What follows belongs to an exercise in optimizing a design on an open flow for small area and a short achievable clock period; a production flow would make more cautious choices. Function was checked by simulation only, so behaviour that the tests miss may differ from the original. The clock port is modelled as an ideal driver, which makes a skipped or thinned clock tree look cheaper than it is; a real chip needs a root buffer or a tree. Power and IR drop assume default switching activity.

==> flow/design.v <==
module fa(input a, input b, input c, output s, output co);
    assign s  = a ^ b ^ c;
    assign co = (a & b) | (c & (a ^ b));
endmodule
module add2(input [1:0] a, input [1:0] b, input ci, output [1:0] s, output co);
    wire c0;
    fa f0 (.a(a[0]), .b(b[0]), .c(ci), .s(s[0]), .co(c0));
    fa f1 (.a(a[1]), .b(b[1]), .c(c0), .s(s[1]), .co(co));
endmodule
module Kernel(
    input  [7:0]  pixel_in,
    input         clk,
    input         rst_n,
    input         rst_clk,
    output [31:0] z_out,
    output        slow_clk_out
);
    reg [2:0] j;
    reg       j2;
    always @(posedge clk or negedge rst_clk) begin
        if (!rst_clk) j <= 3'b000;
        else          j <= {j[1], j[0], ~j2};
    end
    always @(posedge clk) j2 <= j[1] & rst_clk;
    assign slow_clk_out = j[2];
    wire c5_nx = j[0] & ~j[1];       
    reg  slot;                       
    always @(posedge clk) slot <= c5_nx;
    wire at_c1 = j[1] & ~j[0];       
    reg rst_seen, rst_prev;
    wire seen_nx = ~rst_n | (rst_seen & ~slot);
    wire prev_nx = slot ? rst_seen : rst_prev;
    wire kill_nx = seen_nx | (prev_nx & ~c5_nx);
    always @(posedge clk) begin
        rst_seen <= seen_nx;
        rst_prev <= prev_nx;
    end
    reg [3:0] n;                     
    always @(posedge clk) begin
        if (!rst_n)                  n <= 4'd0;
        else if (slot && n != 4'd13) n <= n + 4'd1;
    end
    wire v_lane = rst_n & ~j2 & (n >= 4'd6);
    wire v_reg  = rst_n & j2 & j[0] & (n >= 4'd7);
    wire w_lane = rst_n & ~j2 & (n >= 4'd12);
    wire w_reg  = rst_n & j2 & j[0] & (n >= 4'd13);
    reg [3:0] ev;
    reg [6:0] od;
    reg       x_lo;                  
    always @(posedge clk) begin
        if (slot) begin
            ev[3:1] <= {pixel_in[6], pixel_in[4], pixel_in[2]};
            od[6:4] <= {pixel_in[7], pixel_in[5], pixel_in[3]};
            od[2:0] <= 3'b000;
        end else begin
            ev[3:1] <= {1'b0, ev[3:2]};
            od[6:4] <= {1'b0, od[6:5]};
            od[2:0] <= od[3:1];
        end
        ev[0] <= slot ? pixel_in[0] : ev[1];
        od[3] <= slot ? pixel_in[1] : od[4];
        x_lo  <= od[3] & ~slot;
    end
    wire [1:0] x1 = {od[3], ev[0]};      
    wire [1:0] x2 = {ev[0], x_lo};       
    reg [70:1] lane;
    always @(posedge clk) lane <= {lane[69:1], j2 ? ev[0] : od[0]};
    reg [1:0] hb [1:12];                 
    integer k;
    always @(posedge clk) begin
        if (at_c1) begin
            hb[1] <= {od[5], ev[2]};
            for (k = 2; k <= 12; k = k + 1) hb[k] <= hb[k-1];
        end
    end
    reg [1:0] v, w;
    always @(posedge clk) begin
        v <= ({2{v_lane}} & {lane[30], lane[33]}) | ({2{v_reg}} & hb[6]);
        w <= ({2{w_lane}} & {lane[66], lane[69]}) | ({2{w_reg}} & hb[12]);
    end
    reg v_lo, w_lo;
    wire [1:0] v2 = {v[0], v_lo};
    wire [1:0] w2 = {w[0], w_lo};
    wire [1:0] r, s, q, s1, c1, t2in, z;
    wire       r_co, s_co, q_co, s1_co, c1_co, t2_co, z_co;
    reg        r_cy, s_cy, q_cy, s1_cy, c1_cy, t2_cy, z_cy;
    reg  [1:0] r_q, r_qq, s_q, q_q, s1_q;
    reg  [9:0] t3, t2;               
    add2 a_r  (.a(v),    .b(w2),   .ci(r_cy),  .s(r),    .co(r_co));
    add2 a_s  (.a(v2),   .b(w),    .ci(s_cy),  .s(s),    .co(s_co));
    add2 a_q  (.a(r_q),  .b(t2[9:8]), .ci(q_cy),  .s(q),    .co(q_co));
    add2 a_s1 (.a(s_q),  .b(t3[9:8]), .ci(s1_cy), .s(s1),   .co(s1_co));
    add2 a_c1 (.a(x2),   .b(r_qq), .ci(c1_cy), .s(c1),   .co(c1_co));
    add2 a_t2 (.a(x1),   .b(s1_q), .ci(t2_cy), .s(t2in), .co(t2_co));
    add2 a_z  (.a(x2),   .b(q_q),  .ci(z_cy),  .s(z),    .co(z_co));
    always @(posedge clk or negedge rst_n) begin
        if (!rst_n) begin
            v_lo <= 1'b0;  w_lo <= 1'b0;
            r_cy <= 1'b0;  s_cy <= 1'b0;  q_cy <= 1'b0;  s1_cy <= 1'b0;
            r_q  <= 2'b00; r_qq <= 2'b00; s_q <= 2'b00; q_q <= 2'b00; s1_q <= 2'b00;
        end else begin
            v_lo <= v[1];  w_lo <= w[1];
            r_cy <= r_co;  s_cy <= s_co;  q_cy <= q_co;  s1_cy <= s1_co;
            r_q  <= r;     r_qq <= r_q;   s_q <= s;      q_q <= q;      s1_q <= s1;
        end
    end
    always @(posedge clk) begin
        c1_cy <= c1_co;  t2_cy <= t2_co;  z_cy <= z_co;
        t3[7:0] <= {t3[5:0], c1};
        t3[9:8] <= t3[7:6] & {2{~kill_nx}};
        t2[7:0] <= {t2[5:0], t2in};
        t2[9:8] <= t2[7:6] & {2{~kill_nx}};
    end
    reg [9:0]  zs;      
    reg [11:0] zr;
    wire [1:0] ztop = {q_q[1] ^ (q_q[0] & z_cy), q_q[0] ^ z_cy};
    always @(posedge clk) begin
        zs <= {z, zs[9:2]};
        if (!rst_n)    zr <= 12'd0;
        else if (slot) zr <= rst_seen ? 12'd0 : {ztop, zs};
    end
    assign z_out = {20'd0, zr};
endmodule
Settings: LEC_CHECK=0, CAP_MARGIN=20, CORE_MARGIN=2, CORE_UTILIZATION=78, PLACE_DENSITY=0.88, SETUP_SLACK_MARGIN=1.6, SLEW_MARGIN=20; clock period 3.0 ns.
standard.sh (not shown) runs the stock make flow with config.mk's settings and CLKGATE_MAP_FILE= SYNTH_SCRIPT=/design/flow/synth_recipe.tcl, a recipe that flattens the netlist after the stock synthesis.
==> flow/flow/run.sh <==
#!/bin/bash
# The standard layout (standard.sh), with these changes:
#  - clock tree: flow/cts8.tcl (PRE_CTS_TCL) replaces TritonCTS (see there);
#  - buf_2 port buffers; one tie cell for the constant outputs;
#  - after the standard synthesis, fixfa.py flips full adders that Yosys
#    built with inverted inputs and outputs back to true polarity (same
#    function, fewer inverters); registers are untouched.
# make's output goes to flow_*.log here; each step's log is under orfs/logs.
set -euo pipefail
ARGS=(
  "PRE_CTS_TCL=$PWD/flow/cts8.tcl"
  "BUFFER_PORTS_ARGS=-buffer_cell sky130_fd_sc_hd__buf_2"
  SKIP_REPAIR_TIE_FANOUT=1
)
R=orfs/results/sky130hd/Kernel/base
bash standard.sh "${ARGS[@]}" synth > flow_synth.log 2>&1
python3 flow/fixfa.py $R/1_2_yosys.v $R/1_2_yosys_fixfa.v > fixfa.log 2>&1
cp $R/1_2_yosys.v $R/1_2_yosys_orig.v
mv $R/1_2_yosys_fixfa.v $R/1_2_yosys.v
bash standard.sh "${ARGS[@]}" finish > flow_finish.log 2>&1
Other scripts of this flow, unchanged in this note and not shown: flow/flow/cts8.tcl, flow/flow/fixfa.py
The baseline ran to the end with no violations.
Rerun with:
--- a/flow/config.mk
+++ b/flow/config.mk
@@ -10,2 +10,2 @@
-export CORE_UTILIZATION = 78
-export PLACE_DENSITY = 0.88
+export CORE_UTILIZATION = 55
+export PLACE_DENSITY = 0.65
=>
- The new run completed without violations
- worst hold slack improves by 3.1 ps
- synthesized cell count stays the same
- power decreases slightly
- utilization decreases by 25 points
Rerun with:
--- a/flow/flow/run.sh
+++ b/flow/flow/run.sh
@@ -4 +4 @@
-#  - buf_2 port buffers; one tie cell for the constant outputs;
+#  - buf_1 port buffers; one tie cell for the constant outputs;
@@ -12 +12 @@
-  "BUFFER_PORTS_ARGS=-buffer_cell sky130_fd_sc_hd__buf_2"
+  "BUFFER_PORTS_ARGS=-buffer_cell sky130_fd_sc_hd__buf_1"
--- a/flow/config.mk
+++ b/flow/config.mk
@@ -10,2 +10,2 @@
-export CORE_UTILIZATION = 55
-export PLACE_DENSITY = 0.65
+export CORE_UTILIZATION = 65
+export PLACE_DENSITY = 0.75
Result: The changed run passed the timing, design-rule and antenna checks; global-route usage climbs by 3.1 points; sequential share of layout area climbs by 0.30 points; total power climbs by 0.35%; utilization climbs by 11 points; clock skew stays flat; cell count drops by 2.0%; cell area drops by 0.39%.
Rerun with:
--- a/flow/flow/run.sh
+++ b/flow/flow/run.sh
@@ -4 +4 @@
-#  - buf_1 port buffers; one tie cell for the constant outputs;
+#  - buf_2 port buffers; one tie cell for the constant outputs;
@@ -12 +12 @@
-  "BUFFER_PORTS_ARGS=-buffer_cell sky130_fd_sc_hd__buf_1"
+  "BUFFER_PORTS_ARGS=-buffer_cell sky130_fd_sc_hd__buf_2"
--- a/flow/config.mk
+++ b/flow/config.mk
@@ -7,0 +8 @@
+export ABC_AREA = 1
Outcome:
- design area increases by 1.8%
- total power decreases by 0.48%
- final cell count increases by 12%
- critical path depth is unchanged
- clock power barely changes
- worst hold slack degrades by 14 ps
- via count increases by 7.6%
- clock skew hardly moves
Rerun with:
--- a/flow/config.mk
+++ b/flow/config.mk
@@ -8 +7,0 @@
-export ABC_AREA = 1
@@ -13 +12 @@
-export SETUP_SLACK_MARGIN = 1.6
+export SETUP_SLACK_MARGIN = 1.5
The new run passed the timing, design-rule and antenna checks.
Worst setup slack gets worse by 23 ps.
Sequential power is about the same.
Via count goes down by a little under a tenth.
Design area came out lower by a few percent.
Die area falls slightly.
Maximum frequency went down slightly.
Final cell count came out lower by roughly a tenth.
Utilization decreases by 1.0 points.
Area after synthesis fell slightly.
Clock skew hardly moves.
Power went down slightly.
No run of this note takes its clock network from TritonCTS; it comes from the design's own scripts or RTL.

-- separate check: timing with driven ports --
The flow's constraints put no driver on any port. The routed layouts listed below were extracted and timed again, unchanged, in two steps.
Step 1 (the two cells are an assumption about what drives the block):
set clk [get_ports {clk}]
set_driving_cell -lib_cell sky130_fd_sc_hd__clkbuf_16 $clk
set_driving_cell -lib_cell sky130_fd_sc_hd__buf_2 [delete_from_list [all_inputs] $clk]
Step 2 adds t to the input delays and takes it off the output delays; t is the mean of the earliest and latest rising clock arrival at the registers after step 1. Input paths then give back, and output paths get back, about the clock's delay inside the block.
Three values: no drivers, after step 1, after step 2; two values: the first two.
run | shift t [ns] | setup WS [ns] | worst register clock-pin slew, ns
the first run | 0.344 | 1.605 / 1.543 / 1.428 | 0.09 / 0.09
the second run | 0.341 | 1.630 / 1.569 / 1.459 | 0.09 / 0.09
the third run | 0.344 | 1.627 / 1.566 / 1.415 | 0.08 / 0.08
the fourth run | 0.339 | 1.599 / 1.541 / 1.476 | 0.09 / 0.09
the fifth run | 0.336 | 1.576 / 1.562 / 1.466 | 0.08 / 0.08
After both steps setup and hold are still met in every run listed. For the third run, which loses most, drivers alone change the setup slack by -0.061 ns; drivers and shift together by -0.212 ns.
